What follows belongs to an exercise in optimizing a design on an open flow for small area; a production flow would make more cautious choices. Function was checked by simulation only, so behaviour that the tests miss may differ from the original. Power is estimated from default activity; no workload was simulated.

### flow/config.mk
export PLATFORM = sky130hd
export DESIGN_NAME = AudioEffects
export DESIGN_NICKNAME = AudioEffects
export VERILOG_FILES = /design/flow/design.v
export SDC_FILE = /design/flow/constraint.sdc
export NUM_CORES = 4
export LEC_CHECK = 0
export CAP_MARGIN = 20
export CORE_MARGIN = 2
export CORE_UTILIZATION = 40
export SLEW_MARGIN = 20
### flow/constraint.sdc
create_clock -name core_clock -period 10.0 [get_ports {AUD_BCLK}]
set_input_delay 2.0000 -clock core_clock [delete_from_list [all_inputs] [get_ports {AUD_BCLK}]]
set_output_delay 2.0000 -clock core_clock [all_outputs]
set_load 0.01 [all_outputs]
### flow/design.v
module AudioADC(
input clk, 
input rst, 
input AUD_BCLK, 
input AUD_ADCLRCK, 
input AUD_ADCDAT, 
output reg done, 
output reg [31:0]data 
);
parameter 
START = 4'd0,
WAIT = 4'd1,
BITS = 4'd2,
DONE = 4'd3,
BAD = 4'd4;
reg [3:0]s;
reg [3:0]ns;
reg [4:0]countADCBits;
reg [31:0]tempData;
always @ (posedge AUD_BCLK or negedge rst)
begin
	if(rst == 0)
		begin
			s <= START;
			countADCBits <= 5'd31;
		end
	else
		begin
			s <= ns;
			case(s)
				BITS:
					begin
						countADCBits <= countADCBits - 5'd1;
						tempData[countADCBits] <= AUD_ADCDAT;
					end	
				DONE:
					begin
						countADCBits <= 5'd31;
						data <= tempData;
					end
			endcase
		end
end
always @ (*)
begin
	done = 1'b0;
	case (s)
		START:
			begin
				ns = WAIT;
			end
		WAIT:
			begin
				ns = WAIT;
				if(AUD_ADCLRCK == 1)
					ns = BITS;
			end
		BITS:
			begin
				ns = BITS;
				if(countADCBits == 0)
					ns = DONE;
			end
		DONE:
			begin
				done = 1'b1;
				ns = WAIT;
			end
		BAD:
			begin
				ns = BAD;
			end
		default:
			begin
				ns = BAD;
			end
	endcase
end
endmodule
module AudioDAC(
input clk, 
input rst, 
input AUD_BCLK, 
input AUD_DACLRCK, 
input [31:0]data, 
output reg done, 
output reg AUD_DACDAT 
);
parameter 
START = 4'd0,
WAIT = 4'd1,
BITS = 4'd2,
DONE = 4'd3,
BAD = 4'd4;
reg [3:0]s;
reg [3:0]ns;
reg [4:0]countDACBits;
reg [31:0]dataCopy;
always @ (posedge AUD_BCLK or negedge rst)
begin
	if(rst == 0)
		begin
			s <= START;
			countDACBits <= 5'd31;
		end
	else
		begin
			s <= ns;
			case(s)
				WAIT:
					begin
						if(AUD_DACLRCK == 1)
							dataCopy <= data;
					end
				BITS:
					begin
						countDACBits <= countDACBits - 5'd1;
					end	
				DONE:
					begin
						countDACBits <= 5'd31;
					end
			endcase
		end
end
always @ (*)
begin
	done = 1'b0;
	case (s)
		START:
			begin
				ns = WAIT;
			end
		WAIT:
			begin
				ns = WAIT;
				if(AUD_DACLRCK == 1)
					ns = BITS;
			end
		BITS:
			begin
				ns = BITS;
				if(countDACBits == 0)
					ns = DONE;
			end
		DONE:
			begin
				done = 1'b1;
				ns = WAIT;
			end
		BAD:
			begin
				ns = BAD;
			end
		default:
			begin
				ns = BAD;
			end
	endcase
end
always @ (*)
begin
	AUD_DACDAT = dataCopy[countDACBits];
end
endmodule
module LowPassFilter(
input clk,
input rst,
input AUD_BCLK,
input AUD_DACLRCK,
input AUD_ADCLRCK,
input [31:0]audioIn,
output reg [31:0]audioOut
);
reg [31:0]lastAudioIn;
wire signed [31:0]leftAudio = { {16{audioIn[31]}}, audioIn[31:16]};
reg signed [256:0]delayedLeft;
reg signed [31:0]filtLeft;
wire signed [31:0]rightAudio = { {16{audioIn[15]}}, audioIn[15:0]};
reg signed [256:0]delayedRight;
reg signed [31:0]filtRight;
parameter n0 = 32'd00834,
			 n1 = 32'd12265,
			 n2 = 32'd22513,
			 n3 = 32'd37552,
			 n4 = 32'd39715,
			 den = 32'd10000;
wire		 b0 = n0/den;
wire		 b1 = n1/den;
wire		 b2 = n2/den;
wire		 b3 = n3/den;
wire		 b4 = n4/den;
always @(*)
begin
	audioOut[31:16] = filtLeft[15:0];
	audioOut[15:0] =  filtRight[15:0];
end
always @(posedge AUD_BCLK)
begin
	if (AUD_DACLRCK == 1)
		begin
			delayedLeft[255:224] <= delayedLeft[223:192];  
			delayedRight[255:224] <= delayedRight[223:192];
			delayedLeft[223:192] <= delayedLeft[191:160];  
			delayedRight[223:192] <= delayedRight[191:160];
			delayedLeft[191:160] <= delayedLeft[159:128];  
			delayedRight[191:160] <= delayedRight[159:128];
			delayedLeft[159:128] <= delayedLeft[127:96];  
			delayedRight[159:128] <= delayedRight[127:96];
			delayedLeft[127:96] <= delayedLeft[95:64];  
			delayedRight[127:96] <= delayedRight[95:64];
			delayedLeft[95:64] <= delayedLeft[63:32];  
			delayedRight[95:64] <= delayedRight[63:32];
			delayedLeft[63:32] <= delayedLeft[31:0];  
			delayedRight[63:32] <= delayedRight[31:0];
			delayedLeft[31:0] <= leftAudio;  
			delayedRight[31:0] <= rightAudio;
		end
end
always @(posedge AUD_BCLK)
begin
	if (AUD_DACLRCK == 1)
		begin
			filtLeft <= (b0*$signed(leftAudio) + b1*$signed(delayedLeft[31:0]) + b2*$signed(delayedLeft[63:32]) + b3*$signed(delayedLeft[95:64]) + b4*$signed(delayedLeft[127:96]) + b3*$signed(delayedLeft[159:128]) + b2*$signed(delayedLeft[191:160]) + b1*$signed(delayedLeft[223:192]) + b0*$signed(delayedLeft[255:224]));			
			filtRight <= (b0*$signed(rightAudio) + b1*$signed(delayedRight[31:0]) + b2*$signed(delayedRight[63:32]) + b3*$signed(delayedRight[95:64]) + b4*$signed(delayedRight[127:96]) + b3*$signed(delayedRight[159:128]) + b2*$signed(delayedRight[191:160]) + b1*$signed(delayedRight[223:192]) + b0*$signed(delayedRight[255:224]));
		end
end
endmodule
module HighPassFilter(
input clk,
input rst,
input AUD_BCLK,
input AUD_DACLRCK,
input AUD_ADCLRCK,
input [31:0]audioIn,
output reg [31:0]audioOut
);
reg [31:0]lastAudioIn;
wire signed [31:0]leftAudio = { {16{audioIn[31]}}, audioIn[31:16]};
reg signed [256:0]delayedLeft;
reg signed [31:0]filtLeft;
wire signed [31:0]rightAudio = { {16{audioIn[15]}}, audioIn[15:0]};
reg signed [256:0]delayedRight;
reg signed [31:0]filtRight;
parameter n0 = 32'd17706,
			 n1 = 32'd43962,
			 n2 = 32'd39260,
			 n3 = 32'd04301,
			 n4 = 32'd32463,
			 den = 32'd10000;
wire		 b0 = n0/den;
wire		 b1 = n1/den;
wire		 b2 = n2/den;
wire		 b3 = n3/den;
wire		 b4 = n4/den;
always @(*)
begin
	audioOut[31:16] = filtLeft[15:0];
	audioOut[15:0] =  filtRight[15:0];
end
always @(posedge AUD_BCLK)
begin
	if (AUD_DACLRCK == 1)
		begin
			delayedLeft[255:224] <= delayedLeft[223:192];  
			delayedRight[255:224] <= delayedRight[223:192];
			delayedLeft[223:192] <= delayedLeft[191:160];  
			delayedRight[223:192] <= delayedRight[191:160];
			delayedLeft[191:160] <= delayedLeft[159:128];  
			delayedRight[191:160] <= delayedRight[159:128];
			delayedLeft[159:128] <= delayedLeft[127:96];  
			delayedRight[159:128] <= delayedRight[127:96];
			delayedLeft[127:96] <= delayedLeft[95:64];  
			delayedRight[127:96] <= delayedRight[95:64];
			delayedLeft[95:64] <= delayedLeft[63:32];  
			delayedRight[95:64] <= delayedRight[63:32];
			delayedLeft[63:32] <= delayedLeft[31:0];  
			delayedRight[63:32] <= delayedRight[31:0];
			delayedLeft[31:0] <= leftAudio;  
			delayedRight[31:0] <= rightAudio;
		end
end
always @(posedge AUD_BCLK)
begin
	if (AUD_DACLRCK == 1)
		begin
			filtLeft <= (b1*$signed(delayedLeft[31:0]) - b0*$signed(leftAudio) - b2*$signed(delayedLeft[63:32]) - b3*$signed(delayedLeft[95:64]) + b4*$signed(delayedLeft[127:96]) - b3*$signed(delayedLeft[159:128]) - b2*$signed(delayedLeft[191:160]) + b1*$signed(delayedLeft[223:192]) - b0*$signed(delayedLeft[255:224]));			
			filtRight <= (b1*$signed(delayedRight[31:0]) - b0*$signed(rightAudio) - b2*$signed(delayedRight[63:32]) - b3*$signed(delayedRight[95:64]) + b4*$signed(delayedRight[127:96]) - b3*$signed(delayedRight[159:128]) - b2*$signed(delayedRight[191:160]) + b1*$signed(delayedRight[223:192]) - b0*$signed(delayedRight[255:224]));
		end
end
endmodule
module COMB(
input clk,
input rst,
input AUD_BCLK,
input AUD_DACLRCK,
input AUD_ADCLRCK,
input [31:0]audioIn,
output reg [31:0]audioOut
);
reg [31:0]lastAudioIn;
wire signed [31:0]leftAudio = { {16{audioIn[31]}}, audioIn[31:16]};
reg signed [256:0]delayedLeft;
reg signed [31:0]filtLeft;
wire signed [31:0]rightAudio = { {16{audioIn[15]}}, audioIn[15:0]};
reg signed [256:0]delayedRight;
reg signed [31:0]filtRight;
always @(*)
begin
	audioOut[31:16] = filtLeft[15:0];
	audioOut[15:0] =  filtRight[15:0];
end
always @(posedge AUD_BCLK)
begin
	if (AUD_DACLRCK == 1)
		begin
			delayedLeft[255:224] <= delayedLeft[223:192];  
			delayedRight[255:224] <= delayedRight[223:192];
			delayedLeft[223:192] <= delayedLeft[191:160];  
			delayedRight[223:192] <= delayedRight[191:160];
			delayedLeft[191:160] <= delayedLeft[159:128];  
			delayedRight[191:160] <= delayedRight[159:128];
			delayedLeft[159:128] <= delayedLeft[127:96];  
			delayedRight[159:128] <= delayedRight[127:96];
			delayedLeft[127:96] <= delayedLeft[95:64];  
			delayedRight[127:96] <= delayedRight[95:64];
			delayedLeft[95:64] <= delayedLeft[63:32];  
			delayedRight[95:64] <= delayedRight[63:32];
			delayedLeft[63:32] <= delayedLeft[31:0];  
			delayedRight[63:32] <= delayedRight[31:0];
			delayedLeft[31:0] <= leftAudio;  
			delayedRight[31:0] <= rightAudio;
		end
end
always @(posedge AUD_BCLK)
begin
	if (AUD_DACLRCK == 1)
		begin
			filtLeft <= ($signed(leftAudio) - $signed(delayedLeft[255:224]));			
			filtRight <= ($signed(rightAudio) - $signed(delayedRight[255:224]));
		end
end
endmodule
module MAVG(
input clk,
input rst,
input AUD_BCLK,
input AUD_DACLRCK,
input AUD_ADCLRCK,
input [31:0]audioIn,
output reg [31:0]audioOut
);
reg [31:0]lastAudioIn;
wire signed [31:0]leftAudio = { {16{audioIn[31]}}, audioIn[31:16]};
reg signed [256:0]delayedLeft;
reg signed [31:0]filtLeft;
wire signed [31:0]rightAudio = { {16{audioIn[15]}}, audioIn[15:0]};
reg signed [256:0]delayedRight;
reg signed [31:0]filtRight;
always @(*)
begin
	audioOut[31:16] = filtLeft[15:0];
	audioOut[15:0] =  filtRight[15:0];
end
always @(posedge AUD_BCLK)
begin
	if (AUD_DACLRCK == 1)
		begin
			delayedLeft[255:224] <= delayedLeft[223:192];  
			delayedRight[255:224] <= delayedRight[223:192];
			delayedLeft[223:192] <= delayedLeft[191:160];  
			delayedRight[223:192] <= delayedRight[191:160];
			delayedLeft[191:160] <= delayedLeft[159:128];  
			delayedRight[191:160] <= delayedRight[159:128];
			delayedLeft[159:128] <= delayedLeft[127:96];  
			delayedRight[159:128] <= delayedRight[127:96];
			delayedLeft[127:96] <= delayedLeft[95:64];  
			delayedRight[127:96] <= delayedRight[95:64];
			delayedLeft[95:64] <= delayedLeft[63:32];  
			delayedRight[95:64] <= delayedRight[63:32];
			delayedLeft[63:32] <= delayedLeft[31:0];  
			delayedRight[63:32] <= delayedRight[31:0];
			delayedLeft[31:0] <= leftAudio;  
			delayedRight[31:0] <= rightAudio;
		end
end
always @(posedge AUD_BCLK)
begin
	if (AUD_DACLRCK == 1)
		begin
			filtLeft <= ($signed(leftAudio) + $signed(delayedLeft[31:0]) + $signed(delayedLeft[63:32]) + $signed(delayedLeft[95:64]) + $signed(delayedLeft[127:96]) + $signed(delayedLeft[159:128]) + $signed(delayedLeft[191:160]) + $signed(delayedLeft[223:192]) + $signed(delayedLeft[255:224]))/$signed(32'd8);			
			filtRight <= ($signed(rightAudio) + $signed(delayedRight[31:0]) + $signed(delayedRight[63:32]) + $signed(delayedRight[95:64]) + $signed(delayedRight[127:96]) + $signed(delayedRight[159:128]) + $signed(delayedRight[191:160]) + $signed(delayedRight[223:192]) + $signed(delayedRight[255:224]))/$signed(32'd8);
		end
end
endmodule
module AudioEffects(
input AUD_BCLK,
input rst,
input sw1,
input sw2,
input sw3,
input sw4,
input sw5,
input AUD_ADCDAT,
input AUD_ADCLRCK,
input AUD_DACLRCK,
output AUD_DACDAT
);
wire DACDone;
wire ADCDone;
wire [31:0]currentADCData;
reg [31:0]currentDACData;
wire AUD_DACDATOUT;
AudioDAC myDAC(
.clk(AUD_BCLK),
.rst(rst),
.AUD_BCLK(AUD_BCLK),
.AUD_DACLRCK(AUD_DACLRCK),
.data(currentDACData),
.done(DACDone),
.AUD_DACDAT(AUD_DACDATOUT)
);
assign AUD_DACDAT = (sw1 == 1'b1) ? AUD_DACDATOUT : 1'b0;
AudioADC myADC(
.clk(AUD_BCLK),
.rst(rst),
.AUD_BCLK(AUD_BCLK),
.AUD_ADCLRCK(AUD_ADCLRCK),
.AUD_ADCDAT(AUD_ADCDAT),
.done(ADCDone),
.data(currentADCData)
);
wire [31:0]MAVGAudioOut;
MAVG myMAVG(
.clk(AUD_BCLK),
.rst(rst),
.AUD_BCLK(AUD_BCLK),
.AUD_DACLRCK(AUD_DACLRCK),
.AUD_ADCLRCK(AUD_ADCLRCK),
.audioIn(currentADCData),
.audioOut(MAVGAudioOut)
);
wire [31:0]COMBAudioOut;
COMB mycomb(
.clk(AUD_BCLK),
.rst(rst),
.AUD_BCLK(AUD_BCLK),
.AUD_DACLRCK(AUD_DACLRCK),
.AUD_ADCLRCK(AUD_ADCLRCK),
.audioIn(currentADCData),
.audioOut(COMBAudioOut)
);
wire [31:0]lowPassFilterAudioOut;
LowPassFilter lowPassFilter(
.clk(AUD_BCLK),
.rst(rst),
.AUD_BCLK(AUD_BCLK),
.AUD_DACLRCK(AUD_DACLRCK),
.AUD_ADCLRCK(AUD_ADCLRCK),
.audioIn(currentADCData),
.audioOut(lowPassFilterAudioOut)
);
wire [31:0]highPassFilterAudioOut;
HighPassFilter highPassFilter(
.clk(AUD_BCLK),
.rst(rst),
.AUD_BCLK(AUD_BCLK),
.AUD_DACLRCK(AUD_DACLRCK),
.AUD_ADCLRCK(AUD_ADCLRCK),
.audioIn(currentADCData),
.audioOut(highPassFilterAudioOut)
);
always @ (*)
begin
	currentDACData = currentADCData;
	case({sw5, sw4, sw3, sw2})
		4'b1000: currentDACData = lowPassFilterAudioOut;
		4'b0100: currentDACData = highPassFilterAudioOut;
		4'b0010: currentDACData = COMBAudioOut;
		4'b0001: currentDACData = MAVGAudioOut;
		default: currentDACData = currentADCData;
	endcase
end
endmodule
### flow/run.sh
#!/bin/bash
# synth_recipe.tcl (not shown) runs the flow's synth.tcl, then flattens the netlist and writes it again
# the make line also repeats each setting of config.mk as NAME=value (left out here)
make -C /OpenROAD-flow-scripts/flow DESIGN_CONFIG=/design/flow/config.mk WORK_HOME=/design/flow/orfs CLKGATE_MAP_FILE= SYNTH_SCRIPT=/design/flow/synth_recipe.tcl finish
==> impl_metrics.env <==
export IMPL_status="no timing/DRC/antenna violations"
export IMPL_synth_area_per_cell_um2=13.2
export IMPL_start_util_pct=40.2
export IMPL_setup_violations=0
export IMPL_use_met3_pct=2.01
export IMPL_synthTopCellsByCount="490 x inv_1, 480 x edfxtp_1, 410 x fa_1"
export IMPL_synth_most_common_cell="inv_1"
export IMPL_place_inst=3550
export IMPL_post_dp_cell_area_um2=34300
export IMPL_slew_violations=0
export IMPL_ios=11
export IMPL_ys_warn_count=7
export IMPL_yosysTopAreaCell="edfxtp_1"
export IMPL_min_period_ns=7.02
export IMPL_final_nets=3103
export IMPL_fin_crit_sh_pct=70.2
export IMPL_synth_cell_type_count=72
export IMPL_synth_area_leaders="edfxtp_1 44%, fa_1 25%, ha_1 5.6%"
export IMPL_cts_num_sinks=496
export IMPL_antenna_found_initial=1
export IMPL_path_clk_slew_ns=0.06
export IMPL_required_ns=10.35
export IMPL_synthCells=2494
export IMPL_clock_path_buffers=3
export IMPL_grtUsageTotal_pct=17.1
export IMPL_worstSetupEndpointType="register"
export IMPL_hold_viol_final=0
export IMPL_cts_setup_buffers=0
export IMPL_drc=0
export IMPL_place_congestion=0.845
export IMPL_power_total_w=0.0126
export IMPL_start_kind="register"
export IMPL_p_leak_nw=14.3
export IMPL_clock_latency_ns=0.62
export IMPL_rsz0062_at_grt="false"
export IMPL_cts_resized=0
export IMPL_fin_area_um2=36100
export IMPL_drtPass1Iterations=5
export IMPL_die_h_um=291
export IMPL_slew_headroom_pct=26.6
export IMPL_synth_seq_cells=496
export IMPL_setup_slack_ns=2.98
export IMPL_drive_above_1_share_pct=6.39
export IMPL_fmax_mhz=143
export IMPL_dieArea_um2=84500
export IMPL_grtUsageMet2_pct=27.5
export IMPL_vias=18600
export IMPL_syn_nets=3061
export IMPL_h_tree_depth=2
export IMPL_chipWidth_um=291
export IMPL_clock_skew_ns=0.0265
export IMPL_place_ws_ns=3.03
export IMPL_vdd_drop_max_mv=0.421
export IMPL_vias_per_cell=5.08
export IMPL_grt_ovfl_total=0
export IMPL_pwr_density_cell_nw_per_um2=349
export IMPL_hpwl_um=53000
export IMPL_yosys_area_top_type_share_pct=43.9
export IMPL_yosysSeqAreaShare_pct=45.1
export IMPL_place_port_buffers=10
export IMPL_drt_iter0_drc=1194
export IMPL_root_buffer="clkbuf_16"
export IMPL_grt_use_met1_pct=25.0
export IMPL_path_class="register to register"
export IMPL_grt_max_degree=154
export IMPL_fin_tns_setup_ns=0
export IMPL_ctsHoldBuffers=0
export IMPL_antenna_left=0
export IMPL_max_cap_viol_count=0
export IMPL_worstPathMaxFanout=5
export IMPL_n_fill_cell=7382
export IMPL_cts_tree="yes"
export IMPL_syn_to_final_growth_pct=9.81
export IMPL_gr_max_usage_layer="met2"
export IMPL_synth_cell_area_um2=32900
export IMPL_core_area_um2=81700
export IMPL_synthArstFlopShare_pct=3.23
export IMPL_drt_total_wl_um=69700
export IMPL_synth_edff_count=480
export IMPL_cts_buffers=54
export IMPL_cp_arrival_ns=7.37
export IMPL_min_path_type="register to register"
export IMPL_tightest_slew_ns=1.09
export IMPL_rows=105
export IMPL_synthFlopType="edfxtp_1"
export IMPL_finalNonFillerCells=3651
export IMPL_grt_pass1_vias=20200
export IMPL_antenna_cells=0
export IMPL_post_drt_wl_per_cell_um=19.1
export IMPL_grt_pass1_wl_um=114000
==> power breakdown <==
part | total, W | switching [W] | internal [W]
clock network | 0.00206 | 0.000864 | 0.00119
logic | 0.00725 | 0.00428 | 0.00297
registers | 0.00328 | 0.000231 | 0.00305
total | 0.0126 | 0.00537 | 0.00722
==> cell type report <==
cell class / count / area, µm² / area share, %
multi-input combinational: 1472 / 16100 / 44.6
timing repair buffer: 22 / 208 / 0.575
clock buffer: 74 / 1490 / 4.12
tap: 1070 / 1340 / 3.71
clock inverter: 27 / 290 / 0.804
sequential: 496 / 14800 / 41.1
inverter: 490 / 1840 / 5.10
==> final timing paths <==
check                                                  start                                 to  slack, ns  depth (start not counted)
min in group asynchronous                                rst               myDAC.s[2]$_DFF_PN0_       1.76                          2
worst min-delay path            myADC.tempData[11]$_DFFE_PP_           myADC.data[11]$_DFFE_PP_       0.44                          0
worst min register to register  myADC.tempData[11]$_DFFE_PP_           myADC.data[11]$_DFFE_PP_       0.44                          0
worst max-delay path                myADC.data[23]$_DFFE_PP_      myMAVG.filtLeft[15]$_DFFE_PP_       2.98                         25
max in group asynchronous                                rst  myDAC.countDACBits[4]$_DFFE_PN1P_       7.93                          2
worst max register to register      myADC.data[23]$_DFFE_PP_      myMAVG.filtLeft[15]$_DFFE_PP_       2.98                         25
==> cell usage in the layout (no fill, tap or decap), drive strengths merged, types with 8 or more instances in the layout <==
master	Yosys	final
a211oi	19	19
a21boi	8	8
a21o	14	14
a21oi	84	84
a22oi	65	65
a31oi	37	37
and3	10	10
buf	4	13
clkbuf	32	74
clkdlybuf4s50	0	9
clkinv	0	17
dfstp	10	10
edfxtp	480	480
fa	410	410
ha	147	147
inv	490	491
mux2	16	16
mux4	10	10
nand2	61	61
nand2b	10	10
nand3	40	40
nor2	121	121
nor2b	22	22
nor3	39	39
o21ai	86	86
o21bai	9	9
o31ai	9	9
or3	15	15
xnor2	116	116
xor2	39	39
==> flip-flops by register name, indices dropped and copies added, names as in the netlist, 16 cells and up <==
| signal | count |
|---|---|
| myADC.data | 32 |
| highPassFilter.filtRight | 16 |
| myMAVG.delayedRight | 128 |
| lowPassFilter.filtLeft | 16 |
| myDAC.dataCopy | 32 |
| myMAVG.filtRight | 16 |
| lowPassFilter.filtRight | 16 |
| mycomb.filtLeft | 16 |
| myADC.tempData | 32 |
| mycomb.filtRight | 16 |
| highPassFilter.delayedLeft | 127 |
| highPassFilter.filtLeft | 16 |
| myMAVG.filtLeft | 16 |
==> worst max-delay path, cell delays in order (launching register included) <==
cell	delay, ns
edfxtp_1	0.51
inv_1	0.11
fa_1	0.54
inv_1	0.05
fa_1	0.45
fa_1	0.50
inv_1	0.05
fa_1	0.47
inv_1	0.04
ha_1	0.35
a21oi_1	0.41
o211ai_2	0.19
a21oi_1	0.35
o21ai_1	0.15
a31o_2	0.26
a21o_1	0.19
a21oi_1	0.15
o211ai_1	0.09
a21oi_1	0.19
ha_1	0.20
and3_1	0.20
nand3b_1	0.13
nor3_1	0.44
nor4b_2	0.38
nand3_1	0.14
xnor3_1	0.19
==> layer usage <==
layer,routed length (µm),up-vias,share of wire [%]
li1,-,8505,-
met1,32400,9571,46
met2,32900,385,47
met3,2990,93,4.3
met4,1400,2,2.0
met5,13,-,0.019
==> logic make-up (layout without fill, tap and decap cells) <==
group | count (synthesis) | in the layout | share of synthesized area [%]
AND/OR/NAND/NOR | 363 | 363 | 5.46
flip-flops | 496 | 496 | 45.1
buffers and inverters | 526 | 613 | 6.02
XOR/XNOR | 157 | 157 | 4.31
adder cells (fa/ha/maj) | 557 | 557 | 30.6
multiplexers | 28 | 28 | 1.29
AO/OA/AOI/OAI | 367 | 367 | 7.23
==> through the flow <==
| step | hold WS [ns] | util (%) |
|---|---|---|
| 3_5_place_dp | 0.432 | 42.0 |
| 3_3_place_gp | 0.410 | 42.0 |
| 2_1_floorplan | 0.420 | - |
| 5_1_grt | 0.452 | 44.2 |
| 4_1_cts | 0.443 | 44.2 |
| 6_report | 0.443 | 44.2 |

[afterwards: timing with drivers on the ports]
How much do the figures lean on ideal ports? The routed layout below was timed once more, with nothing changed but the port constraints.
Step 1 assumes that a clkbuf_16 drives the clock port and a buf_2 every other input.
Step 2 times the ports against the registers' clock, not the clock port: input delays grow and output delays shrink by t, the midpoint of the rising clock arrivals with the driver on.
a / b / c = ideal / step 1 / step 2; a / b = the first two.
shift t [ns]: 0.673
setup slack, ns: 2.983 / 2.983 / 2.983
worst setup path at the end: register to register
worst slew at a driven data input, ns: 0.08
cell pins on the clock port's net: 1
After both steps setup and hold are still met in this run. For this run, drivers alone change the setup slack by 0.000 ns; drivers and shift together by 0.000 ns.
